What follows belongs to an exercise in optimizing a design on an open flow for small area; a production flow would make more cautious choices. Only simulation tests tie the RTL to the original design; equivalence was not proved. Power figures rest on the tool's default switching activity, not on a simulated workload.

--- design/flow/design.v ---
`timescale 1ns/10ps
module CannyEdge(dAddrRegRow, dAddrRegCol, bWE, bCE, InData, OutData,
	OPMode, bOPEnable, dReadReg, dWriteReg,	clk, rst_b);
input 	[2:0]	dAddrRegRow, dAddrRegCol;
input		bWE, bCE;
input 	[7:0] 	InData;
output 	[7:0] 	OutData;
reg     [7:0] 	OutData;
input 	[2:0]	OPMode;
input 		bOPEnable;
input 	[3:0]	dReadReg, dWriteReg;
input		clk, rst_b;
wire cmd_wr = rst_b & ~bCE & ~bWE;
wire cmd_rd = rst_b & ~bCE &  bWE;
wire cmd_op = rst_b &  bCE & ~bOPEnable;
wire cmd_cl = bCE & bOPEnable;
wire op0 = cmd_op & (OPMode == 3'd0);
wire op1 = cmd_op & (OPMode == 3'd1);
wire op2 = cmd_op & (OPMode == 3'd2);
wire op3 = cmd_op & (OPMode == 3'd3);
reg [2:0] cnt;
always @(posedge clk or negedge rst_b)
	if (!rst_b)
		cnt <= 3'd0;
	else if (cmd_cl)
		cnt <= 3'd0;
	else if (cmd_op & ~cnt[2])
		cnt <= cnt + 3'd1;
wire [2:0] r = dAddrRegRow, c = dAddrRegCol;
wire [4:0] rs = { r[2], r[1] & r[0], r[1] & ~r[0], ~r[1] & r[0], ~(r[2] | r[1] | r[0]) };
wire [4:0] cs = { c[2], c[1] & c[0], c[1] & ~c[0], ~c[1] & c[0], ~(c[2] | c[1] | c[0]) };
wire [24:0] es;	 
genvar gi;
generate for (gi = 0; gi < 25; gi = gi + 1) begin : ge
	assign es[gi] = rs[gi/5] & cs[gi%5];
end endgenerate
wire wsx = (dWriteReg == 4'd0);
wire wsy = (dWriteReg == 4'd1);
wire wsz = ~wsx & ~wsy;
reg [7:0] X [0:24];
wire [7:0] Dz = InData & {8{~bCE}};	 
wire [24:0] clr;
generate for (gi = 0; gi < 25; gi = gi + 1) begin : gxr
	always @(posedge clk)
		if ((cmd_wr & wsx & es[gi]) | clr[gi])
			X[gi] <= Dz;
end endgenerate
reg [2:0] ycls;
always @(posedge clk)
	if (cmd_wr & wsy & es[6])
		ycls <= (InData == 8'd0)   ? 3'd0 :
		        (InData == 8'd45)  ? 3'd1 :
		        (InData == 8'd90)  ? 3'd2 :
		        (InData == 8'd135) ? 3'd3 : 3'd4;
wire y0 = (ycls == 3'd0), y45 = (ycls == 3'd1), y90 = (ycls == 3'd2),
     y135 = (ycls == 3'd3), yoth = ycls[2];
reg [12:0] zf;	 
generate for (gi = 0; gi < 13; gi = gi + 1) begin : gz
	if ((gi % 5) < 3) begin : u
		always @(posedge clk)
			if (cmd_wr & wsz & es[gi])
				zf[gi] <= (dWriteReg == 4'd2) & (InData == 8'd1);
	end else begin : n
		always @(*) zf[gi] = 1'b0;
	end
end endgenerate
wire [3:0] slot_rd = {es[24]|es[9]|es[23]|es[22]|es[18]|es[17],
                      es[20]|es[3]|es[21]|es[14]|es[16]|es[13],
                      es[4]|es[5]|es[19]|es[10]|es[8]|es[11],
                      es[0]|es[1]|es[15]|es[2]|es[6]|es[7]|es[12]};
wire [6:0] lane_rd = {es[12],
                   es[7]|es[11]|es[13]|es[17],
                   es[6]|es[8]|es[16]|es[18],
                   es[2]|es[10]|es[14]|es[22],
                   es[15]|es[19]|es[21]|es[23],
                   es[1]|es[3]|es[5]|es[9],
                   es[0]|es[4]|es[20]|es[24]};
wire [3:0] slot_op = {cnt == 3'd3, cnt == 3'd2, cnt == 3'd1, cnt == 3'd0};
wire [1:0] pq = {ycls[1] ^ OPMode[0], ycls[0]};
wire ph = cnt[0];
reg [3:0] slot_pr;
reg [6:0] lane_pr;	 
always @(*)
	case ({pq, ph})
	3'b000: begin slot_pr = 4'b0001; lane_pr = 7'b0100000; end	 
	3'b001: begin slot_pr = 4'b0010; lane_pr = 7'b0000010; end	 
	3'b010: begin slot_pr = 4'b0001; lane_pr = 7'b0001000; end	 
	3'b011: begin slot_pr = 4'b0010; lane_pr = 7'b0001000; end	 
	3'b100: begin slot_pr = 4'b0010; lane_pr = 7'b0100000; end	 
	3'b101: begin slot_pr = 4'b0001; lane_pr = 7'b0000010; end	 
	3'b110: begin slot_pr = 4'b0001; lane_pr = 7'b0000001; end	 
	default: begin slot_pr = 4'b0001; lane_pr = 7'b1000000; end	 
	endcase
wire [3:0] ss = ~bCE ? slot_rd : OPMode[1] ? slot_pr : slot_op;
wire [6:0] lsel = ~bCE ? lane_rd : (lane_pr & {7{~ycls[2]}});
function [7:0] m4; input [3:0] s; input [7:0] a, b, c, d;
	m4 = ({8{s[0]}} & a) | ({8{s[1]}} & b) | ({8{s[2]}} & c) | ({8{s[3]}} & d);
endfunction
wire [7:0] LA = m4(ss, X[0], X[4], X[20], X[24]);
wire [7:0] LB = m4(ss, X[1], X[5], X[3], X[9]);
wire [7:0] LC = m4(ss, X[15], X[19], X[21], X[23]);
wire [7:0] LD = m4(ss, X[2], X[10], X[14], X[22]);
wire [7:0] LE = m4(ss, X[6], X[8], X[16], X[18]);
wire [7:0] LF = m4(ss, X[7], X[11], X[13], X[17]);
wire [7:0] LG = X[12];	 
wire [7:0] xr = ({8{lsel[0]}} & LA) | ({8{lsel[1]}} & LB) | ({8{lsel[2]}} & LC) |
                ({8{lsel[3]}} & LD) | ({8{lsel[4]}} & LE) | ({8{lsel[5]}} & LF) |
                ({8{lsel[6]}} & LG);
reg [14:0] gacc;
reg gcf;
wire gfirst = (cnt == 3'd0);
wire [14:0] gacc_in = gfirst ? {3'd0, X[12], 4'd0} : gacc;
wire gcf_in = gcf & ~gfirst;
wire ga_1 = gacc_in[0] ^ LA[0] ^ LB[0];
wire ga_2 = (gacc_in[0] & LA[0]) | (gacc_in[0] & LB[0]) | (LA[0] & LB[0]);
wire ga_3 = LC[0] ^ LE[0] ^ ga_1;
wire ga_4 = (LC[0] & LE[0]) | (LC[0] & ga_1) | (LE[0] & ga_1);
wire ga_5 = gacc_in[1] ^ LA[1] ^ LB[1];
wire ga_6 = (gacc_in[1] & LA[1]) | (gacc_in[1] & LB[1]) | (LA[1] & LB[1]);
wire ga_7 = LB[0] ^ LC[1] ^ LC[0];
wire ga_8 = (LB[0] & LC[1]) | (LB[0] & LC[0]) | (LC[1] & LC[0]);
wire ga_9 = LE[1] ^ LE[0] ^ LF[0];
wire ga_10 = (LE[1] & LE[0]) | (LE[1] & LF[0]) | (LE[0] & LF[0]);
wire ga_11 = ga_2 ^ ga_5 ^ ga_7;
wire ga_12 = (ga_2 & ga_5) | (ga_2 & ga_7) | (ga_5 & ga_7);
wire ga_13 = ga_9 ^ ga_4 ^ ga_11;
wire ga_14 = (ga_9 & ga_4) | (ga_9 & ga_11) | (ga_4 & ga_11);
wire ga_15 = gacc_in[2] ^ LA[2] ^ LB[2];
wire ga_16 = (gacc_in[2] & LA[2]) | (gacc_in[2] & LB[2]) | (LA[2] & LB[2]);
wire ga_17 = LB[1] ^ LC[2] ^ LC[1];
wire ga_18 = (LB[1] & LC[2]) | (LB[1] & LC[1]) | (LC[2] & LC[1]);
wire ga_19 = LD[0] ^ LE[2] ^ LE[1];
wire ga_20 = (LD[0] & LE[2]) | (LD[0] & LE[1]) | (LE[2] & LE[1]);
wire ga_21 = LE[0] ^ LF[1] ^ ga_6;
wire ga_22 = (LE[0] & LF[1]) | (LE[0] & ga_6) | (LF[1] & ga_6);
wire ga_23 = ga_8 ^ ga_10 ^ ga_15;
wire ga_24 = (ga_8 & ga_10) | (ga_8 & ga_15) | (ga_10 & ga_15);
wire ga_25 = ga_17 ^ ga_19 ^ ga_12;
wire ga_26 = (ga_17 & ga_19) | (ga_17 & ga_12) | (ga_19 & ga_12);
wire ga_27 = ga_21 ^ ga_23 ^ ga_14;
wire ga_28 = (ga_21 & ga_23) | (ga_21 & ga_14) | (ga_23 & ga_14);
wire ga_29 = gacc_in[3] ^ LA[3] ^ LB[3];
wire ga_30 = (gacc_in[3] & LA[3]) | (gacc_in[3] & LB[3]) | (LA[3] & LB[3]);
wire ga_31 = LB[2] ^ LC[3] ^ LC[2];
wire ga_32 = (LB[2] & LC[3]) | (LB[2] & LC[2]) | (LC[3] & LC[2]);
wire ga_33 = LD[1] ^ LE[3] ^ LE[2];
wire ga_34 = (LD[1] & LE[3]) | (LD[1] & LE[2]) | (LE[3] & LE[2]);
wire ga_35 = LE[1] ^ LF[2] ^ LF[0];
wire ga_36 = (LE[1] & LF[2]) | (LE[1] & LF[0]) | (LF[2] & LF[0]);
wire ga_37 = ga_16 ^ ga_18 ^ ga_20;
wire ga_38 = (ga_16 & ga_18) | (ga_16 & ga_20) | (ga_18 & ga_20);
wire ga_39 = ga_29 ^ ga_31 ^ ga_33;
wire ga_40 = (ga_29 & ga_31) | (ga_29 & ga_33) | (ga_31 & ga_33);
wire ga_41 = ga_35 ^ ga_22 ^ ga_24;
wire ga_42 = (ga_35 & ga_22) | (ga_35 & ga_24) | (ga_22 & ga_24);
wire ga_43 = ga_37 ^ ga_39 ^ ga_26;
wire ga_44 = (ga_37 & ga_39) | (ga_37 & ga_26) | (ga_39 & ga_26);
wire ga_45 = ga_41 ^ ga_28 ^ ga_43;
wire ga_46 = (ga_41 & ga_28) | (ga_41 & ga_43) | (ga_28 & ga_43);
wire ga_47 = gacc_in[4] ^ LA[4] ^ LB[4];
wire ga_48 = (gacc_in[4] & LA[4]) | (gacc_in[4] & LB[4]) | (LA[4] & LB[4]);
wire ga_49 = LB[3] ^ LC[4] ^ LC[3];
wire ga_50 = (LB[3] & LC[4]) | (LB[3] & LC[3]) | (LC[4] & LC[3]);
wire ga_51 = LD[2] ^ LE[4] ^ LE[3];
wire ga_52 = (LD[2] & LE[4]) | (LD[2] & LE[3]) | (LE[4] & LE[3]);
wire ga_53 = LE[2] ^ LF[3] ^ LF[1];
wire ga_54 = (LE[2] & LF[3]) | (LE[2] & LF[1]) | (LF[3] & LF[1]);
wire ga_55 = ga_30 ^ ga_32 ^ ga_34;
wire ga_56 = (ga_30 & ga_32) | (ga_30 & ga_34) | (ga_32 & ga_34);
wire ga_57 = ga_36 ^ ga_47 ^ ga_49;
wire ga_58 = (ga_36 & ga_47) | (ga_36 & ga_49) | (ga_47 & ga_49);
wire ga_59 = ga_51 ^ ga_53 ^ ga_38;
wire ga_60 = (ga_51 & ga_53) | (ga_51 & ga_38) | (ga_53 & ga_38);
wire ga_61 = ga_40 ^ ga_55 ^ ga_57;
wire ga_62 = (ga_40 & ga_55) | (ga_40 & ga_57) | (ga_55 & ga_57);
wire ga_63 = ga_42 ^ ga_59 ^ ga_61;
wire ga_64 = (ga_42 & ga_59) | (ga_42 & ga_61) | (ga_59 & ga_61);
wire ga_65 = ga_44 ^ ga_63 ^ ga_46;
wire ga_66 = (ga_44 & ga_63) | (ga_44 & ga_46) | (ga_63 & ga_46);
wire ga_67 = gacc_in[5] ^ LA[5] ^ LB[5];
wire ga_68 = (gacc_in[5] & LA[5]) | (gacc_in[5] & LB[5]) | (LA[5] & LB[5]);
wire ga_69 = LB[4] ^ LC[5] ^ LC[4];
wire ga_70 = (LB[4] & LC[5]) | (LB[4] & LC[4]) | (LC[5] & LC[4]);
wire ga_71 = LD[3] ^ LE[5] ^ LE[4];
wire ga_72 = (LD[3] & LE[5]) | (LD[3] & LE[4]) | (LE[5] & LE[4]);
wire ga_73 = LE[3] ^ LF[4] ^ LF[2];
wire ga_74 = (LE[3] & LF[4]) | (LE[3] & LF[2]) | (LF[4] & LF[2]);
wire ga_75 = ga_48 ^ ga_50 ^ ga_52;
wire ga_76 = (ga_48 & ga_50) | (ga_48 & ga_52) | (ga_50 & ga_52);
wire ga_77 = ga_54 ^ ga_67 ^ ga_69;
wire ga_78 = (ga_54 & ga_67) | (ga_54 & ga_69) | (ga_67 & ga_69);
wire ga_79 = ga_71 ^ ga_73 ^ ga_56;
wire ga_80 = (ga_71 & ga_73) | (ga_71 & ga_56) | (ga_73 & ga_56);
wire ga_81 = ga_58 ^ ga_75 ^ ga_77;
wire ga_82 = (ga_58 & ga_75) | (ga_58 & ga_77) | (ga_75 & ga_77);
wire ga_83 = ga_60 ^ ga_79 ^ ga_62;
wire ga_84 = (ga_60 & ga_79) | (ga_60 & ga_62) | (ga_79 & ga_62);
wire ga_85 = ga_81 ^ ga_64 ^ ga_83;
wire ga_86 = (ga_81 & ga_64) | (ga_81 & ga_83) | (ga_64 & ga_83);
wire ga_87 = gacc_in[6] ^ LA[6] ^ LB[6];
wire ga_88 = (gacc_in[6] & LA[6]) | (gacc_in[6] & LB[6]) | (LA[6] & LB[6]);
wire ga_89 = LB[5] ^ LC[6] ^ LC[5];
wire ga_90 = (LB[5] & LC[6]) | (LB[5] & LC[5]) | (LC[6] & LC[5]);
wire ga_91 = LD[4] ^ LE[6] ^ LE[5];
wire ga_92 = (LD[4] & LE[6]) | (LD[4] & LE[5]) | (LE[6] & LE[5]);
wire ga_93 = LE[4] ^ LF[5] ^ LF[3];
wire ga_94 = (LE[4] & LF[5]) | (LE[4] & LF[3]) | (LF[5] & LF[3]);
wire ga_95 = ga_68 ^ ga_70 ^ ga_72;
wire ga_96 = (ga_68 & ga_70) | (ga_68 & ga_72) | (ga_70 & ga_72);
wire ga_97 = ga_74 ^ ga_87 ^ ga_89;
wire ga_98 = (ga_74 & ga_87) | (ga_74 & ga_89) | (ga_87 & ga_89);
wire ga_99 = ga_91 ^ ga_93 ^ ga_76;
wire ga_100 = (ga_91 & ga_93) | (ga_91 & ga_76) | (ga_93 & ga_76);
wire ga_101 = ga_78 ^ ga_95 ^ ga_97;
wire ga_102 = (ga_78 & ga_95) | (ga_78 & ga_97) | (ga_95 & ga_97);
wire ga_103 = ga_80 ^ ga_99 ^ ga_82;
wire ga_104 = (ga_80 & ga_99) | (ga_80 & ga_82) | (ga_99 & ga_82);
wire ga_105 = ga_101 ^ ga_84 ^ ga_103;
wire ga_106 = (ga_101 & ga_84) | (ga_101 & ga_103) | (ga_84 & ga_103);
wire ga_107 = gacc_in[7] ^ LA[7] ^ LB[7];
wire ga_108 = (gacc_in[7] & LA[7]) | (gacc_in[7] & LB[7]) | (LA[7] & LB[7]);
wire ga_109 = LB[6] ^ LC[7] ^ LC[6];
wire ga_110 = (LB[6] & LC[7]) | (LB[6] & LC[6]) | (LC[7] & LC[6]);
wire ga_111 = LD[5] ^ LE[7] ^ LE[6];
wire ga_112 = (LD[5] & LE[7]) | (LD[5] & LE[6]) | (LE[7] & LE[6]);
wire ga_113 = LE[5] ^ LF[6] ^ LF[4];
wire ga_114 = (LE[5] & LF[6]) | (LE[5] & LF[4]) | (LF[6] & LF[4]);
wire ga_115 = ga_88 ^ ga_90 ^ ga_92;
wire ga_116 = (ga_88 & ga_90) | (ga_88 & ga_92) | (ga_90 & ga_92);
wire ga_117 = ga_94 ^ ga_107 ^ ga_109;
wire ga_118 = (ga_94 & ga_107) | (ga_94 & ga_109) | (ga_107 & ga_109);
wire ga_119 = ga_111 ^ ga_113 ^ ga_96;
wire ga_120 = (ga_111 & ga_113) | (ga_111 & ga_96) | (ga_113 & ga_96);
wire ga_121 = ga_98 ^ ga_115 ^ ga_117;
wire ga_122 = (ga_98 & ga_115) | (ga_98 & ga_117) | (ga_115 & ga_117);
wire ga_123 = ga_100 ^ ga_119 ^ ga_102;
wire ga_124 = (ga_100 & ga_119) | (ga_100 & ga_102) | (ga_119 & ga_102);
wire ga_125 = ga_121 ^ ga_104 ^ ga_123;
wire ga_126 = (ga_121 & ga_104) | (ga_121 & ga_123) | (ga_104 & ga_123);
wire ga_127 = gacc_in[8] ^ LB[7] ^ LC[7];
wire ga_128 = (gacc_in[8] & LB[7]) | (gacc_in[8] & LC[7]) | (LB[7] & LC[7]);
wire ga_129 = LD[6] ^ LE[7] ^ LE[6];
wire ga_130 = (LD[6] & LE[7]) | (LD[6] & LE[6]) | (LE[7] & LE[6]);
wire ga_131 = LF[7] ^ LF[5] ^ gcf_in;
wire ga_132 = (LF[7] & LF[5]) | (LF[7] & gcf_in) | (LF[5] & gcf_in);
wire ga_133 = ga_108 ^ ga_110 ^ ga_112;
wire ga_134 = (ga_108 & ga_110) | (ga_108 & ga_112) | (ga_110 & ga_112);
wire ga_135 = ga_114 ^ ga_127 ^ ga_129;
wire ga_136 = (ga_114 & ga_127) | (ga_114 & ga_129) | (ga_127 & ga_129);
wire ga_137 = ga_131 ^ ga_116 ^ ga_118;
wire ga_138 = (ga_131 & ga_116) | (ga_131 & ga_118) | (ga_116 & ga_118);
wire ga_139 = ga_133 ^ ga_135 ^ ga_120;
wire ga_140 = (ga_133 & ga_135) | (ga_133 & ga_120) | (ga_135 & ga_120);
wire ga_141 = ga_122 ^ ga_137 ^ ga_139;
wire ga_142 = (ga_122 & ga_137) | (ga_122 & ga_139) | (ga_137 & ga_139);
wire ga_143 = ga_124 ^ ga_141 ^ ga_126;
wire ga_144 = (ga_124 & ga_141) | (ga_124 & ga_126) | (ga_141 & ga_126);
wire ga_145 = gacc_in[9] ^ LD[7] ^ LE[7];
wire ga_146 = (gacc_in[9] & LD[7]) | (gacc_in[9] & LE[7]) | (LD[7] & LE[7]);
wire ga_147 = LF[6] ^ ga_128 ^ ga_130;
wire ga_148 = (LF[6] & ga_128) | (LF[6] & ga_130) | (ga_128 & ga_130);
wire ga_149 = ga_132 ^ ga_145 ^ ga_134;
wire ga_150 = (ga_132 & ga_145) | (ga_132 & ga_134) | (ga_145 & ga_134);
wire ga_151 = ga_136 ^ ga_147 ^ ga_138;
wire ga_152 = (ga_136 & ga_147) | (ga_136 & ga_138) | (ga_147 & ga_138);
wire ga_153 = ga_149 ^ ga_140 ^ ga_151;
wire ga_154 = (ga_149 & ga_140) | (ga_149 & ga_151) | (ga_140 & ga_151);
wire ga_155 = ga_142 ^ ga_153 ^ ga_144;
wire ga_156 = (ga_142 & ga_153) | (ga_142 & ga_144) | (ga_153 & ga_144);
wire ga_157 = gacc_in[10] ^ LF[7] ^ ga_146;
wire ga_158 = (gacc_in[10] & LF[7]) | (gacc_in[10] & ga_146) | (LF[7] & ga_146);
wire ga_159 = ga_148 ^ ga_157 ^ ga_150;
wire ga_160 = (ga_148 & ga_157) | (ga_148 & ga_150) | (ga_157 & ga_150);
wire ga_161 = ga_152 ^ ga_159 ^ ga_154;
wire ga_162 = (ga_152 & ga_159) | (ga_152 & ga_154) | (ga_159 & ga_154);
wire ga_163 = gacc_in[11] ^ ga_158 ^ ga_160;
wire ga_164 = (gacc_in[11] & ga_158) | (gacc_in[11] & ga_160) | (ga_158 & ga_160);
wire ga_165 = ga_25 ^ ga_27;
wire ga_166 = ga_25 & ga_27;
wire ga_167 = ga_45 ^ ga_166;
wire ga_168 = ga_45 & ga_166;
wire ga_169 = ga_65 ^ ga_168;
wire ga_170 = ga_65 & ga_168;
wire ga_171 = ga_85 ^ ga_66 ^ ga_170;
wire ga_172 = (ga_85 & ga_66) | (ga_85 & ga_170) | (ga_66 & ga_170);
wire ga_173 = ga_86 ^ ga_105 ^ ga_172;
wire ga_174 = (ga_86 & ga_105) | (ga_86 & ga_172) | (ga_105 & ga_172);
wire ga_175 = ga_106 ^ ga_125 ^ ga_174;
wire ga_176 = (ga_106 & ga_125) | (ga_106 & ga_174) | (ga_125 & ga_174);
wire ga_177 = ga_161 ^ ga_156;
wire ga_178 = ga_161 & ga_156;
wire ga_179 = ga_163 ^ ga_162 ^ ga_178;
wire ga_180 = (ga_163 & ga_162) | (ga_163 & ga_178) | (ga_162 & ga_178);
wire ga_181 = gacc_in[12] ^ ga_164 ^ ga_180;
wire ga_182 = (gacc_in[12] & ga_164) | (gacc_in[12] & ga_180) | (ga_164 & ga_180);
wire ga_183 = gacc_in[13] ^ ga_182;
wire ga_184 = gacc_in[13] & ga_182;
wire ga_185 = gacc_in[14] ^ ga_184;
wire ga_186 = gacc_in[14] & ga_184;
wire [14:0] gnext = {ga_185, ga_183, ga_181, ga_179, ga_177, ga_155, ga_143, ga_175, ga_173, ga_171, ga_169, ga_167, ga_165, ga_13, ga_3};
wire gcf_next = ga_176;
always @(posedge clk) if (op0 & ~cnt[2]) begin
	gacc <= gnext;
	gcf <= gcf_next;
end
wire [7:0] gf = {gacc[14:8] + {6'd0, gcf}, gacc[7]};
wire [7:0] X0 = X[0], X1 = X[1], X2 = X[2], X5 = X[5], X7 = X[7], X10 = X[10], X11 = X[11], X12 = X[12];
wire gsel = ~cnt[1] & ~cnt[2];	 
wire ngsel = ~gsel;
wire [7:0] wa = gsel ? X7 : X1, wb = gsel ? X5 : X11;
wire sb_1 = X2[0] ^ ~X10[0] ^ 1'b1;
wire sb_2 = (X2[0] & ~X10[0]) | (X2[0] & 1'b1) | (~X10[0] & 1'b1);
wire sb_3 = X2[1] ^ ~X10[1] ^ sb_2;
wire sb_4 = (X2[1] & ~X10[1]) | (X2[1] & sb_2) | (~X10[1] & sb_2);
wire sb_5 = X2[2] ^ ~X10[2] ^ sb_4;
wire sb_6 = (X2[2] & ~X10[2]) | (X2[2] & sb_4) | (~X10[2] & sb_4);
wire sb_7 = X2[3] ^ ~X10[3] ^ sb_6;
wire sb_8 = (X2[3] & ~X10[3]) | (X2[3] & sb_6) | (~X10[3] & sb_6);
wire sb_9 = X2[4] ^ ~X10[4] ^ sb_8;
wire sb_10 = (X2[4] & ~X10[4]) | (X2[4] & sb_8) | (~X10[4] & sb_8);
wire sb_11 = X2[5] ^ ~X10[5] ^ sb_10;
wire sb_12 = (X2[5] & ~X10[5]) | (X2[5] & sb_10) | (~X10[5] & sb_10);
wire sb_13 = X2[6] ^ ~X10[6] ^ sb_12;
wire sb_14 = (X2[6] & ~X10[6]) | (X2[6] & sb_12) | (~X10[6] & sb_12);
wire sb_15 = X2[7] ^ ~X10[7] ^ sb_14;
wire sb_16 = (X2[7] & ~X10[7]) | (X2[7] & sb_14) | (~X10[7] & sb_14);
wire sb_17 = 1'b1 ^ sb_16;
wire [8:0] sS = {sb_17, sb_15, sb_13, sb_11, sb_9, sb_7, sb_5, sb_3, sb_1};
wire sb_19 = X12[0] ^ ~X0[0] ^ 1'b1;
wire sb_20 = (X12[0] & ~X0[0]) | (X12[0] & 1'b1) | (~X0[0] & 1'b1);
wire sb_21 = X12[1] ^ ~X0[1] ^ sb_20;
wire sb_22 = (X12[1] & ~X0[1]) | (X12[1] & sb_20) | (~X0[1] & sb_20);
wire sb_23 = X12[2] ^ ~X0[2] ^ sb_22;
wire sb_24 = (X12[2] & ~X0[2]) | (X12[2] & sb_22) | (~X0[2] & sb_22);
wire sb_25 = X12[3] ^ ~X0[3] ^ sb_24;
wire sb_26 = (X12[3] & ~X0[3]) | (X12[3] & sb_24) | (~X0[3] & sb_24);
wire sb_27 = X12[4] ^ ~X0[4] ^ sb_26;
wire sb_28 = (X12[4] & ~X0[4]) | (X12[4] & sb_26) | (~X0[4] & sb_26);
wire sb_29 = X12[5] ^ ~X0[5] ^ sb_28;
wire sb_30 = (X12[5] & ~X0[5]) | (X12[5] & sb_28) | (~X0[5] & sb_28);
wire sb_31 = X12[6] ^ ~X0[6] ^ sb_30;
wire sb_32 = (X12[6] & ~X0[6]) | (X12[6] & sb_30) | (~X0[6] & sb_30);
wire sb_33 = X12[7] ^ ~X0[7] ^ sb_32;
wire sb_34 = (X12[7] & ~X0[7]) | (X12[7] & sb_32) | (~X0[7] & sb_32);
wire sb_35 = 1'b1 ^ sb_34;
wire [8:0] sT = {sb_35, sb_33, sb_31, sb_29, sb_27, sb_25, sb_23, sb_21, sb_19};
wire sb_37 = wa[0] ^ ~wb[0] ^ 1'b1;
wire sb_38 = (wa[0] & ~wb[0]) | (wa[0] & 1'b1) | (~wb[0] & 1'b1);
wire sb_39 = wa[1] ^ ~wb[1] ^ sb_38;
wire sb_40 = (wa[1] & ~wb[1]) | (wa[1] & sb_38) | (~wb[1] & sb_38);
wire sb_41 = wa[2] ^ ~wb[2] ^ sb_40;
wire sb_42 = (wa[2] & ~wb[2]) | (wa[2] & sb_40) | (~wb[2] & sb_40);
wire sb_43 = wa[3] ^ ~wb[3] ^ sb_42;
wire sb_44 = (wa[3] & ~wb[3]) | (wa[3] & sb_42) | (~wb[3] & sb_42);
wire sb_45 = wa[4] ^ ~wb[4] ^ sb_44;
wire sb_46 = (wa[4] & ~wb[4]) | (wa[4] & sb_44) | (~wb[4] & sb_44);
wire sb_47 = wa[5] ^ ~wb[5] ^ sb_46;
wire sb_48 = (wa[5] & ~wb[5]) | (wa[5] & sb_46) | (~wb[5] & sb_46);
wire sb_49 = wa[6] ^ ~wb[6] ^ sb_48;
wire sb_50 = (wa[6] & ~wb[6]) | (wa[6] & sb_48) | (~wb[6] & sb_48);
wire sb_51 = wa[7] ^ ~wb[7] ^ sb_50;
wire sb_52 = (wa[7] & ~wb[7]) | (wa[7] & sb_50) | (~wb[7] & sb_50);
wire sb_53 = 1'b1 ^ sb_52;
wire [8:0] sW = {sb_53, sb_51, sb_49, sb_47, sb_45, sb_43, sb_41, sb_39, sb_37};
wire [8:0] sTn = sT ^ {9{ngsel}};	 
wire sb_55 = sTn[0] ^ ngsel ^ sS[0];
wire sb_56 = (sTn[0] & ngsel) | (sTn[0] & sS[0]) | (ngsel & sS[0]);
wire sb_57 = sTn[1] ^ sW[0] ^ sS[1];
wire sb_58 = (sTn[1] & sW[0]) | (sTn[1] & sS[1]) | (sW[0] & sS[1]);
wire sb_59 = sb_56 ^ sb_57;
wire sb_60 = sb_56 & sb_57;
wire sb_61 = sTn[2] ^ sW[1] ^ sS[2];
wire sb_62 = (sTn[2] & sW[1]) | (sTn[2] & sS[2]) | (sW[1] & sS[2]);
wire sb_63 = sb_58 ^ sb_60 ^ sb_61;
wire sb_64 = (sb_58 & sb_60) | (sb_58 & sb_61) | (sb_60 & sb_61);
wire sb_65 = sTn[3] ^ sW[2] ^ sS[3];
wire sb_66 = (sTn[3] & sW[2]) | (sTn[3] & sS[3]) | (sW[2] & sS[3]);
wire sb_67 = sb_62 ^ sb_64 ^ sb_65;
wire sb_68 = (sb_62 & sb_64) | (sb_62 & sb_65) | (sb_64 & sb_65);
wire sb_69 = sTn[4] ^ sW[3] ^ sS[4];
wire sb_70 = (sTn[4] & sW[3]) | (sTn[4] & sS[4]) | (sW[3] & sS[4]);
wire sb_71 = sb_66 ^ sb_68 ^ sb_69;
wire sb_72 = (sb_66 & sb_68) | (sb_66 & sb_69) | (sb_68 & sb_69);
wire sb_73 = sTn[5] ^ sW[4] ^ sS[5];
wire sb_74 = (sTn[5] & sW[4]) | (sTn[5] & sS[5]) | (sW[4] & sS[5]);
wire sb_75 = sb_70 ^ sb_72 ^ sb_73;
wire sb_76 = (sb_70 & sb_72) | (sb_70 & sb_73) | (sb_72 & sb_73);
wire sb_77 = sTn[6] ^ sW[5] ^ sS[6];
wire sb_78 = (sTn[6] & sW[5]) | (sTn[6] & sS[6]) | (sW[5] & sS[6]);
wire sb_79 = sb_74 ^ sb_76 ^ sb_77;
wire sb_80 = (sb_74 & sb_76) | (sb_74 & sb_77) | (sb_76 & sb_77);
wire sb_81 = sTn[7] ^ sW[6] ^ sS[7];
wire sb_82 = (sTn[7] & sW[6]) | (sTn[7] & sS[7]) | (sW[6] & sS[7]);
wire sb_83 = sb_78 ^ sb_80 ^ sb_81;
wire sb_84 = (sb_78 & sb_80) | (sb_78 & sb_81) | (sb_80 & sb_81);
wire sb_85 = ~sTn[8] ^ sW[7] ^ ~sS[8];
wire sb_86 = (~sTn[8] & sW[7]) | (~sTn[8] & ~sS[8]) | (sW[7] & ~sS[8]);
wire sb_87 = sb_82 ^ sb_85 ^ sb_84;
wire sb_88 = (sb_82 & sb_85) | (sb_82 & sb_84) | (sb_85 & sb_84);
wire sb_89 = ~sW[8] ^ sb_86 ^ sb_88;
wire sb_90 = (~sW[8] & sb_86) | (~sW[8] & sb_88) | (sb_86 & sb_88);
wire sb_91 = 1'b1 ^ sb_90;
wire [10:0] g = {sb_91, sb_89, sb_87, sb_83, sb_79, sb_75, sb_71, sb_67, sb_63, sb_59, sb_55};
reg sg;
always @(posedge clk) sg <= g[10];
wire [9:0] ap = g[9:0] ^ {10{sg}};	 
reg [7:0] r_grad;
reg [1:0] r_dir;	 
reg sxr;
wire [9:0] axp = {r_dir, r_grad};
wire [9:0] ayp = ap;
wire sx = sxr, sy = sg;
wire sb_93 = axp[0] ^ ayp[0] ^ sx;
wire sb_94 = (axp[0] & ayp[0]) | (axp[0] & sx) | (ayp[0] & sx);
wire sb_95 = sy ^ sb_93;
wire sb_96 = sy & sb_93;
wire sb_97 = axp[1] ^ ayp[1] ^ sb_94;
wire sb_98 = (axp[1] & ayp[1]) | (axp[1] & sb_94) | (ayp[1] & sb_94);
wire sb_99 = sb_96 ^ sb_97;
wire sb_100 = sb_96 & sb_97;
wire sb_101 = axp[2] ^ ayp[2] ^ sb_98;
wire sb_102 = (axp[2] & ayp[2]) | (axp[2] & sb_98) | (ayp[2] & sb_98);
wire sb_103 = sb_100 ^ sb_101;
wire sb_104 = sb_100 & sb_101;
wire sb_105 = axp[3] ^ ayp[3] ^ sb_102;
wire sb_106 = (axp[3] & ayp[3]) | (axp[3] & sb_102) | (ayp[3] & sb_102);
wire sb_107 = sb_104 ^ sb_105;
wire sb_108 = sb_104 & sb_105;
wire sb_109 = axp[4] ^ ayp[4] ^ sb_106;
wire sb_110 = (axp[4] & ayp[4]) | (axp[4] & sb_106) | (ayp[4] & sb_106);
wire sb_111 = sb_108 ^ sb_109;
wire sb_112 = sb_108 & sb_109;
wire sb_113 = axp[5] ^ ayp[5] ^ sb_110;
wire sb_114 = (axp[5] & ayp[5]) | (axp[5] & sb_110) | (ayp[5] & sb_110);
wire sb_115 = sb_112 ^ sb_113;
wire sb_116 = sb_112 & sb_113;
wire sb_117 = axp[6] ^ ayp[6] ^ sb_114;
wire sb_118 = (axp[6] & ayp[6]) | (axp[6] & sb_114) | (ayp[6] & sb_114);
wire sb_119 = sb_116 ^ sb_117;
wire sb_120 = sb_116 & sb_117;
wire sb_121 = axp[7] ^ ayp[7] ^ sb_118;
wire sb_122 = (axp[7] & ayp[7]) | (axp[7] & sb_118) | (ayp[7] & sb_118);
wire sb_123 = sb_120 ^ sb_121;
wire sb_124 = sb_120 & sb_121;
wire sb_125 = axp[8] ^ ayp[8] ^ sb_122;
wire sb_126 = (axp[8] & ayp[8]) | (axp[8] & sb_122) | (ayp[8] & sb_122);
wire sb_127 = sb_124 ^ sb_125;
wire sb_128 = sb_124 & sb_125;
wire sb_129 = axp[9] ^ ayp[9] ^ sb_126;
wire sb_130 = (axp[9] & ayp[9]) | (axp[9] & sb_126) | (ayp[9] & sb_126);
wire sb_131 = sb_128 ^ sb_129;
wire sb_132 = sb_128 & sb_129;
wire sb_133 = sb_130 ^ sb_132;
wire [10:0] gsum2 = {sb_133, sb_131, sb_127, sb_123, sb_119, sb_115, sb_111, sb_107, sb_103, sb_99, sb_95};
wire sb_135 = axp[0] ^ sx;
wire sb_136 = axp[0] & sx;
wire sb_137 = axp[1] ^ ~ayp[0] ^ ~sy;
wire sb_138 = (axp[1] & ~ayp[0]) | (axp[1] & ~sy) | (~ayp[0] & ~sy);
wire sb_139 = sb_136 ^ sb_137;
wire sb_140 = sb_136 & sb_137;
wire sb_141 = axp[2] ^ ~ayp[1] ^ sb_138;
wire sb_142 = (axp[2] & ~ayp[1]) | (axp[2] & sb_138) | (~ayp[1] & sb_138);
wire sb_143 = sb_140 ^ sb_141;
wire sb_144 = sb_140 & sb_141;
wire sb_145 = axp[3] ^ ~ayp[2] ^ sb_142;
wire sb_146 = (axp[3] & ~ayp[2]) | (axp[3] & sb_142) | (~ayp[2] & sb_142);
wire sb_147 = sb_144 ^ sb_145;
wire sb_148 = sb_144 & sb_145;
wire sb_149 = axp[4] ^ ~ayp[3] ^ sb_146;
wire sb_150 = (axp[4] & ~ayp[3]) | (axp[4] & sb_146) | (~ayp[3] & sb_146);
wire sb_151 = sb_148 ^ sb_149;
wire sb_152 = sb_148 & sb_149;
wire sb_153 = axp[5] ^ ~ayp[4] ^ sb_150;
wire sb_154 = (axp[5] & ~ayp[4]) | (axp[5] & sb_150) | (~ayp[4] & sb_150);
wire sb_155 = sb_152 ^ sb_153;
wire sb_156 = sb_152 & sb_153;
wire sb_157 = axp[6] ^ ~ayp[5] ^ sb_154;
wire sb_158 = (axp[6] & ~ayp[5]) | (axp[6] & sb_154) | (~ayp[5] & sb_154);
wire sb_159 = sb_156 ^ sb_157;
wire sb_160 = sb_156 & sb_157;
wire sb_161 = axp[7] ^ ~ayp[6] ^ sb_158;
wire sb_162 = (axp[7] & ~ayp[6]) | (axp[7] & sb_158) | (~ayp[6] & sb_158);
wire sb_163 = sb_160 ^ sb_161;
wire sb_164 = sb_160 & sb_161;
wire sb_165 = axp[8] ^ ~ayp[7] ^ sb_162;
wire sb_166 = (axp[8] & ~ayp[7]) | (axp[8] & sb_162) | (~ayp[7] & sb_162);
wire sb_167 = sb_164 ^ sb_165;
wire sb_168 = sb_164 & sb_165;
wire sb_169 = axp[9] ^ ~ayp[8] ^ sb_166;
wire sb_170 = (axp[9] & ~ayp[8]) | (axp[9] & sb_166) | (~ayp[8] & sb_166);
wire sb_171 = sb_168 ^ sb_169;
wire sb_172 = sb_168 & sb_169;
wire sb_173 = ~ayp[9] ^ sb_170 ^ sb_172;
wire sb_174 = (~ayp[9] & sb_170) | (~ayp[9] & sb_172) | (sb_170 & sb_172);
wire sb_175 = 1'b1 ^ sb_174;
wire [11:0] dd = {sb_175, sb_173, sb_171, sb_167, sb_163, sb_159, sb_155, sb_151, sb_147, sb_143, sb_139, sb_135};
wire sb_177 = axp[0] ^ sx ^ dd[2];
wire sb_178 = (axp[0] & sx) | (axp[0] & dd[2]) | (sx & dd[2]);
wire sb_179 = axp[1] ^ dd[3] ^ sb_178;
wire sb_180 = (axp[1] & dd[3]) | (axp[1] & sb_178) | (dd[3] & sb_178);
wire sb_181 = axp[2] ^ dd[4] ^ sb_180;
wire sb_182 = (axp[2] & dd[4]) | (axp[2] & sb_180) | (dd[4] & sb_180);
wire sb_183 = axp[3] ^ dd[5] ^ sb_182;
wire sb_184 = (axp[3] & dd[5]) | (axp[3] & sb_182) | (dd[5] & sb_182);
wire sb_185 = axp[4] ^ dd[6] ^ sb_184;
wire sb_186 = (axp[4] & dd[6]) | (axp[4] & sb_184) | (dd[6] & sb_184);
wire sb_187 = axp[5] ^ dd[7] ^ sb_186;
wire sb_188 = (axp[5] & dd[7]) | (axp[5] & sb_186) | (dd[7] & sb_186);
wire sb_189 = axp[6] ^ dd[8] ^ sb_188;
wire sb_190 = (axp[6] & dd[8]) | (axp[6] & sb_188) | (dd[8] & sb_188);
wire sb_191 = axp[7] ^ dd[9] ^ sb_190;
wire sb_192 = (axp[7] & dd[9]) | (axp[7] & sb_190) | (dd[9] & sb_190);
wire sb_193 = axp[8] ^ sb_192 ^ dd[10];
wire sb_194 = (axp[8] & sb_192) | (axp[8] & dd[10]) | (sb_192 & dd[10]);
wire sb_195 = axp[9] ^ 1'b1 ^ ~dd[11];
wire sb_196 = (axp[9] & 1'b1) | (axp[9] & ~dd[11]) | (1'b1 & ~dd[11]);
wire sb_197 = sb_194 ^ sb_195;
wire sb_198 = sb_194 & sb_195;
wire sb_199 = 1'b1 ^ sb_196 ^ sb_198;
wire sb_200 = (1'b1 & sb_196) | (1'b1 & sb_198) | (sb_196 & sb_198);
wire sb_201 = 1'b1 ^ sb_200;
wire [13:0] ee = {sb_201, sb_199, sb_197, sb_193, sb_191, sb_189, sb_187, sb_185, sb_183, sb_181, sb_179, sb_177, dd[1], dd[0]};
wire le1 = ~dd[11];	 
wire le5 = ~ee[13];	 
wire [1:0] dirn = le1 ? 2'd0 : le5 ? ((sx == sy) ? 2'd1 : 2'd3) : 2'd2;
always @(posedge clk)
	if (op1 & (cnt == 3'd1)) begin
		{r_dir, r_grad} <= ap;
		sxr <= sg;
	end else if (op1 & (cnt == 3'd3)) begin
		r_grad <= gsum2[10:3];
		r_dir  <= dirn;
	end
function hi; input [7:0] v; hi = (v >= 8'd15); endfunction
wire ge6 = (X[6] >= xr);	 
wire hin = hi(xr);		 
reg nf;			 
always @(posedge clk) nf <= OPMode[0] ? hin : ge6;
wire at1 = (cnt == 3'd1);
wire keep = ~ycls[2] & nf & ge6;
wire nms = op2 & at1;
assign clr[7]  = nms & keep & (ycls[1:0] == 2'd0);
assign clr[5]  = nms & keep & (ycls[1:0] == 2'd0);
assign clr[2]  = nms & keep & (ycls[1:0] == 2'd1);
assign clr[10] = nms & keep & (ycls[1:0] == 2'd1);
assign clr[11] = nms & keep & (ycls[1:0] == 2'd2);
assign clr[1]  = nms & keep & (ycls[1:0] == 2'd2);
assign clr[0]  = nms & keep & (ycls[1:0] == 2'd3);
assign clr[12] = nms & keep & (ycls[1:0] == 2'd3);
assign clr[6]  = nms & ~keep;
assign clr[3] = 1'b0; assign clr[4] = 1'b0; assign clr[8] = 1'b0; assign clr[9] = 1'b0;
generate for (gi = 13; gi < 25; gi = gi + 1) begin : gc
	assign clr[gi] = 1'b0;
end endgenerate
wire nb_z  = (y0 & (zf[1] | zf[11])) | (y45 & (zf[0] | zf[12])) |
             (y90 & (zf[5] | zf[7])) | (y135 & (zf[2] | zf[10])) | (yoth & zf[6]);
wire th = hi(X[6]) | (~(X[6] <= 8'd10) & (nf | hin | nb_z));
reg r_th;
always @(posedge clk) if (op3 & at1) r_th <= th;
wire [7:0] dirv = {r_dir == 2'd3, r_dir == 2'd2, r_dir == 2'd1, r_dir == 2'd2,
                   r_dir[0] ^ r_dir[1], r_dir[0], r_dir[1], r_dir[0]};
always @(posedge clk)
	if (cmd_rd)
		case (dReadReg)
		4'd0: OutData <= gf;
		4'd1: OutData <= r_grad;
		4'd2: OutData <= dirv;
		4'd3: OutData <= xr;
		4'd4: OutData <= {7'd0, r_th};
		default: OutData <= 8'd0;
		endcase
endmodule
--- design/flow/flow/run.sh ---
#!/bin/bash
# Layout flow.
#  1. the standard synthesis (standard.sh synth).
#  2. The same synthesis script once more, with yosys synth's -noabc, so that
#     the full adders written in the RTL reach extract_fa unchanged (fewer
#     inverters), and with an area-oriented script (abc_map_area.script) for
#     the final ABC mapping. regmap.py checks that it has exactly the standard
#     synthesis's registers (paired by Q net, same cell types) and gives them
#     the standard instance names; if not, the standard netlist is used.
#  3. invopt.py removes inverters around full adders (same function, same
#     registers).
#  4. the standard layout from that netlist, with the port buffers made of
#     the smallest buffer and clock tree synthesis without dummy loads.
# Each tool's output goes to a log file of its own in this folder.
set -euo pipefail
R="$PWD/orfs/results/sky130hd/CannyEdge/base"
bash standard.sh synth > synth.log 2>&1
cp "$R/1_2_yosys.v" std_1_2_yosys.v
{
  sed -n '1p' synth_recipe.tcl | sed 's/yosys synth -nofsm -noshare /yosys synth -nofsm -noshare -noabc /'
  echo 'proc abc {args} {'
  echo '  set i [lsearch $args -script]'
  echo "  if { \$i >= 0 } { lset args [expr {\$i + 1}] $PWD/flow/abc_map_area.script }"
  echo '  yosys abc {*}$args'
  echo '}'
  sed -n '2,$p' synth_recipe.tcl
} > synth_noabc.tcl
sed -e "s|SYNTH_SCRIPT=[^ ]*|SYNTH_SCRIPT=$PWD/synth_noabc.tcl|" \
    -e "s|WORK_HOME=[^ ]*|WORK_HOME=$PWD/orfs_alt|" standard.sh > standard_alt.sh
SRC=std_1_2_yosys.v
if bash standard_alt.sh synth > synth_alt.log 2>&1 &&
   python3 flow/regmap.py std_1_2_yosys.v orfs_alt/results/sky130hd/CannyEdge/base/1_2_yosys.v alt_1_2_yosys.v > regmap.log 2>&1; then
  SRC=alt_1_2_yosys.v
fi
echo "netlist: $SRC" >> regmap.log
python3 flow/invopt.py "$SRC" "$R/1_2_yosys.v" > invopt.log 2>&1
rm -f "$R/1_synth.odb" "$R/1_synth.sdc"
export BUFFER_PORTS_ARGS="-buffer_cell sky130_fd_sc_hd__buf_1"
export CTS_ARGS="-sink_clustering_enable -repair_clock_nets -sink_clustering_size 14 -sink_clustering_max_diameter 80 -buf_list sky130_fd_sc_hd__clkbuf_8 -dont_use_dummy_load"
bash standard.sh > layout.log 2>&1
--- design/flow/flow/abc_map_area.script ---
strash
dc2
dch
map -a
topo
stime -c
dnsize -c
--- design/flow/flow/invopt.py ---
#!/usr/bin/env python3
"""Removes inverters around full adders in a mapped sky130hd netlist.

A full adder is self-dual: FA(~a,~b,~c) = (~sum, ~cout). For each fa cell,
this script flips it (feeds it the complement of each input and complements
both outputs) when that lowers the number of inverters: an input driven by an
inverter is fed from the inverter's input instead, and an output that drives
inverters feeds their loads directly. Inverters left without loads are
deleted. The function of the netlist is unchanged; registers are untouched.

usage: invopt.py in.v out.v
"""
import re, sys
from collections import defaultdict

src = open(sys.argv[1]).read()
m_mod = re.search(r'^module .*?;\n', src, re.S | re.M)
body_start = m_mod.end()
end = src.rindex('endmodule')
body = src[body_start:end]
cell_re = re.compile(r'^\s*(sky130_fd_sc_hd__\w+)\s+(\\\S+\s|\S+)\s*\((.*?)\);\n', re.S | re.M)
pin_re = re.compile(r'\.(\w+)\(\s*(.*?)\s*\)(?:,|\s*$)', re.S)

decl_lines = []
cells = {}
order = []
pos = 0
first_cell = None
for m in cell_re.finditer(body):
    if first_cell is None:
        first_cell = m.start()
    typ, name, pins = m.group(1), m.group(2).strip(), m.group(3)
    pd = {}
    for pm in pin_re.finditer(pins):
        pd[pm.group(1)] = pm.group(2).strip()
    cells[name] = {'type': typ, 'pins': pd}
    order.append(name)
decls = body[:first_cell]
rest = cell_re.sub('', body[first_cell:])
if rest.strip():
    sys.exit("unexpected netlist content: " + rest.strip()[:200])

OUTPINS = {'X', 'Y', 'Q', 'Q_N', 'SUM', 'COUT', 'HI', 'LO'}
ports = set()
for m in re.finditer(r'^\s*(input|output)\s+(\[\d+:\d+\]\s+)?(\S+);', decls, re.M):
    ports.add(m.group(3))

def is_port(net):
    base = net.split('[')[0]
    return base in ports or net in ports

drv = {}
loads = defaultdict(set)
def rebuild():
    drv.clear(); loads.clear()
    for n, c in cells.items():
        for p, net in c['pins'].items():
            if p in OUTPINS:
                drv[net] = (n, p)
            else:
                loads[net].add((n, p))
rebuild()

def is_inv(n):
    return n in cells and (cells[n]['type'].startswith('sky130_fd_sc_hd__inv_') or cells[n]['type'].startswith('sky130_fd_sc_hd__clkinv_'))

def inv_of(net):
    """an existing inverter whose input is net, or None"""
    for (c, p) in loads.get(net, ()):
        if is_inv(c):
            return c
    return None

cnt = [0]
newwires = []
def newnet():
    cnt[0] += 1
    n = f"_invopt_n{cnt[0]}_"
    newwires.append(n)
    return n

def newinv(a, y):
    cnt[0] += 1
    name = f"_invopt_i{cnt[0]}_"
    cells[name] = {'type': 'sky130_fd_sc_hd__inv_1', 'pins': {'A': a, 'Y': y}}
    order.append(name)
    drv[y] = (name, 'Y'); loads[a].add((name, 'A'))
    return name

def connect(c, p, net):
    old = cells[c]['pins'][p]
    loads[old].discard((c, p))
    cells[c]['pins'][p] = net
    loads[net].add((c, p))

def delete_if_dead(c):
    if c in cells and is_inv(c):
        y = cells[c]['pins']['Y']
        if not loads.get(y) and not is_port(y):
            a = cells[c]['pins']['A']
            loads[a].discard((c, 'A'))
            del drv[y]
            del cells[c]
            return True
    return False

def gain(f):
    c = cells[f]
    g = 0
    for p in ('A', 'B', 'CIN'):
        n = c['pins'][p]
        d = drv.get(n)
        if d and is_inv(d[0]):
            if len(loads[n]) == 1 and not is_port(n):
                g += 1
        elif n.startswith("1'") or n.startswith("1'b"):
            pass
        else:
            if inv_of(n) is None:
                g -= 1
    for p in ('SUM', 'COUT'):
        n = c['pins'][p]
        if is_port(n):
            return -99
        ls = loads.get(n, set())
        invs = [x for x in ls if is_inv(x[0])]
        others = [x for x in ls if not is_inv(x[0])]
        g += len(invs)
        if others:
            g -= 1
    return g

def flip(f):
    c = cells[f]
    for p in ('A', 'B', 'CIN'):
        n = c['pins'][p]
        d = drv.get(n)
        if n in ("1'h0", "1'b0"):
            connect(f, p, "1'h1")
        elif n in ("1'h1", "1'b1"):
            connect(f, p, "1'h0")
        elif d and is_inv(d[0]):
            src_net = cells[d[0]]['pins']['A']
            connect(f, p, src_net)
            delete_if_dead(d[0])
        else:
            i = inv_of(n)
            if i is None:
                y = newnet()
                newinv(n, y)
                connect(f, p, y)
            else:
                connect(f, p, cells[i]['pins']['Y'])
    for p in ('SUM', 'COUT'):
        n = c['pins'][p]
        pn = newnet()
        del drv[n]
        c['pins'][p] = pn
        drv[pn] = (f, p)
        ls = list(loads.get(n, set()))
        for (lc, lp) in ls:
            if is_inv(lc):
                y = cells[lc]['pins']['Y']
                for (c2, p2) in list(loads.get(y, set())):
                    connect(c2, p2, pn)
                if is_port(y):
                    # keep the inverter as a buffer-less path is not possible
                    continue
                loads[n].discard((lc, 'A'))
                del drv[y]
                del cells[lc]
        if loads.get(n):
            newinv(pn, n)

def ninv():
    return sum(1 for c in cells if is_inv(c))

before = ninv()
fas = [n for n in order if cells[n]['type'].startswith('sky130_fd_sc_hd__fa_')]
def descend():
    changed = True
    p = 0
    while changed and p < 50:
        changed = False
        p += 1
        for f in fas:
            if gain(f) > 0:
                flip(f)
                changed = True
    return p
passes = descend()
# plateau moves: flip adders whose flip keeps the count, then descend again;
# deterministic order, stop when a round brings no gain
for rnd in range(20):
    start = ninv()
    for f in fas:
        if gain(f) == 0:
            flip(f)
            descend()
    if ninv() >= start:
        break
after = ninv()
print(f"inverters: {before} -> {after} (greedy, then plateau moves)", file=sys.stderr)

def fmt(net):
    return net + ' ' if net.startswith('\\') else net

out = [src[:body_start], decls]
for w in newwires:
    out.append(f"  wire {w};\n")
for n in order:
    if n not in cells:
        continue
    c = cells[n]
    pins = ",\n".join(f"    .{p}({fmt(v)})" for p, v in c['pins'].items())
    out.append(f"  {c['type']} {fmt(n)} (\n{pins}\n  );\n")
out.append(src[end:])
open(sys.argv[2], 'w').write("".join(out))
--- design/flow/flow/regmap.py ---
#!/usr/bin/env python3
"""Gives the registers of an alternative synthesis netlist the instance names
of the standard synthesis.

usage: regmap.py std.v alt.v out.v

Registers are paired by the net on their Q pin. The script fails (exit 1),
writing nothing, unless both netlists have the same number of registers, each
Q net appears once in each, and paired registers have the same cell type.
"""
import re, sys

SEQ = re.compile(r'sky130_fd_sc_hd__(?:s?e?df\w*|dl\w*)_\d+$')
cell_re = re.compile(r'^(\s*)(sky130_fd_sc_hd__\w+)\s+(\\\S+\s|\S+)(\s*\()(.*?\);\n)', re.S | re.M)

def regs(txt):
    out = {}
    for m in cell_re.finditer(txt):
        typ, name = m.group(2), m.group(3).strip()
        if SEQ.match(typ):
            q = re.search(r'\.Q\(\s*(.*?)\s*\)', m.group(5))
            if not q:
                sys.exit(f"register {name} without Q pin")
            q = q.group(1)
            if q in out:
                sys.exit(f"Q net {q} driven twice")
            out[q] = (typ, name)
    return out

std = open(sys.argv[1]).read()
alt = open(sys.argv[2]).read()
rs, ra = regs(std), regs(alt)
if set(rs) != set(ra):
    sys.exit(f"register sets differ: {sorted(set(rs) ^ set(ra))[:10]}")
for q in rs:
    if rs[q][0] != ra[q][0]:
        sys.exit(f"register on {q}: {rs[q][0]} vs {ra[q][0]}")
newname = {ra[q][1]: rs[q][1] for q in rs}
stdnames = set(newname.values())
taken = set(m.group(3).strip() for m in cell_re.finditer(alt))
def fmt(n):
    return n + ' ' if n.startswith('\\') else n
k = [0]
def sub(m):
    name = m.group(3).strip()
    if name in newname:
        name = newname[name]
    elif name in stdnames:
        k[0] += 1
        name = f"_regmap_c{k[0]}_"
        assert name not in taken
    return f"{m.group(1)}{m.group(2)} {fmt(name)}{m.group(4)}{m.group(5)}"
out = cell_re.sub(sub, alt)
chk = regs(out)
assert all(chk[q] == rs[q] for q in rs)
open(sys.argv[3], 'w').write(out)
print(f"{len(rs)} registers renamed to the standard synthesis names, {k[0]} other cells renamed")
--- design/flow/standard.sh ---
#!/bin/bash
# synth_recipe.tcl (not shown) runs the flow's synth.tcl, then flattens the netlist and writes it again
# the make line also repeats each setting of config.mk as NAME=value (left out here)
make -C /OpenROAD-flow-scripts/flow DESIGN_CONFIG=/design/flow/config.mk WORK_HOME=/design/flow/orfs CLKGATE_MAP_FILE= SYNTH_SCRIPT=/design/flow/synth_recipe.tcl "${@:-finish}"
--- design/flow/config.mk ---
export PLATFORM = sky130hd
export DESIGN_NAME = CannyEdge
export DESIGN_NICKNAME = CannyEdge
export VERILOG_FILES = /design/flow/design.v
export SDC_FILE = /design/flow/constraint.sdc
export NUM_CORES = 4
export LEC_CHECK = 0
export CAP_MARGIN = 20
export CORE_MARGIN = 2
export CORE_UTILIZATION = 70
export PLACE_DENSITY = 0.8
export SLEW_MARGIN = 20
--- design/flow/constraint.sdc ---
create_clock -name core_clock -period 12.0 [get_ports {clk}]
set_input_delay 2.4000 -clock core_clock [delete_from_list [all_inputs] [get_ports {clk}]]
set_output_delay 2.4000 -clock core_clock [all_outputs]
set_load 0.01 [all_outputs]
==> impl_metrics.sql <==
INSERT INTO impl_metrics (metric_group, metric, value, unit) VALUES
('critical_path', 'crit_chain', 'buf_1 > clkinv_1 > nor2_1 > a21oi_1 > o41ai_1 > o31ai_4 > buf_4 > a22oi_1 > nand2_1 > fa_1 > fa_1 > fa_1 > fa_1 > fa_1 > fa_1 > fa_1 > ha_1 > fa_1 > fa_1 > ha_1 > xnor2_1', ''),
('power_and_ir_drop', 'power.leakage', '5.30', 'nW'),
('grt', 'grt_antenna_before_repair', '1', ''),
('critical_path', 'path_common_cell', 'fa_1', ''),
('sta', 'post-route-period-util', '0.813', ''),
('synthesis', 'synthesis.area', '14500', 'sq um'),
('sta', 'skew', '0.0491', 'ns'),
('route', 'dr.first_iter.drc_count', '1487', ''),
('grt', 'globalRoute.totalOverflow', '0', ''),
('grt', 'grt_pass1_wl', '58400', 'um'),
('grt', 'grt_usage', '0.369', ''),
('cts', 'cts_made_buffers', '22', ''),
('cts', 'clock-root-buffer', 'clkbuf_8', ''),
('synthesis', 'yosys_warnings', '2', ''),
('hold_path', 'hold_path_class', 'flop to flop', ''),
('synthesis', 'postSynthCellCount', '1120', ''),
('sta', 'grt_setup_unrepaired', 'false', ''),
('cells_and_area', 'post_route_cells_drive_above_1_share', '0.0529', ''),
('route', 'remaining_drc_errors', '0', ''),
('floorplan', 'io-pin-count', '38', ''),
('flow_run', 'number_of_max_cap_violations', '0', ''),
('cts', 'cts-htree-levels', '1', ''),
('critical_path', 'cp_num_buf_inv', '3', ''),
('floorplan', 'core-area', '20300', 'sq um'),
('floorplan', 'floorplan.rows', '52', ''),
('route', 'final_antenna_net_count', '0', ''),
('sta', 'timing.fmax', '103', 'MHz'),
('cells_and_area', 'layout_cell_area_excl_fill', '15600', 'sq um'),
('place', 'gpl.final_weighted_congestion', '1.05', ''),
('floorplan', 'floorplan.initialDensity', '0.716', ''),
('critical_path', 'setup.worst_path.end_class', 'flop', ''),
('sta', 'hold_violations', '0', ''),
('power_and_ir_drop', 'power_per_cell_area', '257', 'nW/um^2'),
('route', 'post_drt_via_cell_ratio', '6.62', ''),
('place', 'dp_hpwl', '29500', 'um'),
('critical_path', 'crit_path_top_delay_cell', 'buf_1', ''),
('cts', 'clock_tree.buffer_depth', '3', ''),
('synthesis', 'synth.avg_cell_area', '13.0', 'sq um'),
('critical_path', 'worst-endpoint-required', '12.27', 'ns'),
('cts', 'clock_tree_from_tritoncts', 'yes', ''),
('critical_path', 'critPathTopFamily', 'adder cells', ''),
('cts', 'clk_pin_slew_worst_paths', '0.09', 'ns'),
('cells_and_area', 'area_growth', '7.28', '%'),
('place', 'detailed_place.area', '15300', 'sq um'),
('sta', 'slew_violations', '0', ''),
('outcome', 'run_status', 'complete, no violations', ''),
('grt', 'grt_max_degree', '41', ''),
('sta', 'finalSetupViolCount', '0', ''),
('cells_and_area', 'antenna_cells_inserted', '0', ''),
('cts', 'count_of_hold_fix_buffers_inserted_at_cts', '0', ''),
('cts', 'clk_latency', '0.55', 'ns'),
('sta', 'tightestPinTransition', '1.11', 'ns'),
('critical_path', 'slowest_delay', '0.63', 'ns'),
('place', 'place.port_buffers', '37', ''),
('floorplan', 'chipWidth', '148', 'um'),
('floorplan', 'dieArea', '21900', 'sq um'),
('critical_path', 'crit_path_arrival_time', '10.03', 'ns'),
('cts', 'ctsResizeCount', '0', ''),
('synthesis', 'syn_nets', '1341', ''),
('sta', 'timing.setup.tns', '0', 'ns'),
('critical_path', 'critical_path_peak_fanout', '40', ''),
('route', 'wirelength', '38800', 'um'),
('route', 'wl_per_cell', '26.2', 'um'),
('route', 'vias', '9800', ''),
('floorplan', 'die-height', '148', 'um'),
('power_and_ir_drop', 'overall_power_after_layout', '0.00401', 'W'),
('sta', 'max-slew-margin-rel', '0.254', ''),
('critical_path', 'worstSetupPathType', 'input pin to flop', ''),
('cts', 'cts.sinks', '253', ''),
('sta', 'period_minus_slack', '9.75', 'ns'),
('cts', 'cts.repair_timing.setup_buffer_count', '0', ''),
('grt', 'vias_in_the_first_global_route', '9905', ''),
('critical_path', 'crit_path_start_kind', 'input pin', ''),
('power_and_ir_drop', 'irDropWorstVdd', '0.216', 'mV'),
('route', 'detailedRoute.firstPassIterationCount', '5', ''),
('cells_and_area', 'nets', '1433', '');
[layer usage]
layer  share of wire  up-vias  track usage
met1            0.37     4828        0.529
li1                -     4203            -
met4           0.049        2        0.150
met2            0.45      654        0.559
met3            0.12      113       0.0868
met5         0.00044        -            0
[cells in the final DEF (no fill, tap or decap), types with 2 or more instances in the layout]
master       n
a211oi_1     6
a21boi_0     2
a21oi_1     15
a22o_1       7
a22oi_1    117
a31oi_1      4
buf_1       37
buf_4       31
clkbuf_8    22
clkinv_1   128
dfrtp_1      3
dfxtp_1      2
edfxtp_1   248
fa_1       145
ha_1        46
inv_1        2
mux2i_1      8
nand2_1    165
nand3_1     17
nand4_1      8
nor2_1      71
nor2_2       4
nor3_1      21
nor3b_1      2
nor4_1       5
o2111ai_1    3
o21a_1       4
o21ai_0     26
o21ai_1      7
o221ai_1     7
o22ai_1     11
xnor2_1      6
xor2_1      14
[where the power goes]
part,switching (W),total [W],internal (W)
clock network,0.000258,0.000422,0.000164
logic,0.00134,0.00240,0.00106
registers,0.0000191,0.00119,0.00117
total,0.00162,0.00401,0.00240
[cell type report]
type / instances / area, sq um
clock buffers: 22 / 303
repair buffers: 68 / 372
fillers: 1323 / 4700
inverters: 130 / 488
well taps: 270 / 338
flip-flops and latches: 253 / 7560
multi-input cells: 737 / 6540
[worst paths after layout]
path | slack (ns) | end | from | cells past startpoint
max | 2.25 | gacc[14] | bCE | 21
min | 0.66 | cnt[1] | cnt[1] | 2
max reg2reg | 3.27 | r_dir[1] | cnt[2] | 28
min reg2reg | 0.66 | cnt[1] | cnt[1] | 2
max in group asynchronous | 10.07 | cnt[1] | rst_b | 1
min in group asynchronous | 1.71 | cnt[0] | rst_b | 1
[state kept, by name, summed over array words and instances (netlist names)]
register / flops
r_th: 1
sg: 1
gcf: 1
gacc: 15
ycls: 3
r_grad: 8
cnt: 3
nf: 1
zf: 9
OutData: 8
r_dir: 2
sxr: 1
X: 200
[per-stage QoR]
stage / worst slack (ns) / hold slack [ns] / cells / util
final: 2.25 / 0.656 / 1480 / 0.769
after global routing: 1.89 / 0.683 / 1480 / 0.769
after CTS: 2.44 / 0.663 / 1480 / 0.768
after detailed placement: 1.92 / 0.634 / 1458 / 0.753
after global placement: 2.16 / 0.623 / 1458 / 0.753
after floorplan: 1.53 / 0.529 / 1120 / -
[worst register-to-register path: cells and delay by family, from the launching register on]
family	cells	cell delay, ns
simple gates	4	0.38
xor+xnor	1	0.28
fa+ha+maj	13	5.34
buf+inv	6	1.29
flops	1	0.45
compound gates	4	0.82

[port drivers added, routing unchanged]
How much do the figures lean on ideal ports? The routed layout below was timed once more, with nothing changed but the port constraints.
Step 1 assumes that a clkbuf_16 drives the clock port and a buf_2 every other input.
Step 2 adds t to the input delays and takes it off the output delays; t is the mean of the earliest and latest rising clock arrival at the registers after step 1. Input paths then give back, and output paths get back, about the clock's delay inside the block.
Three values: ideal ports, drivers, drivers and shift; two values: the first two.
t (ns): 0.572
setup WS [ns]: 2.248 / 2.258 / 1.687
clock arrival spread, ns: 0.053 / 0.053
cell pins on the clock port's net: 1
After both steps this run still meets setup and hold. For this run, drivers alone change the setup slack by +0.010 ns; drivers and shift together by -0.561 ns.
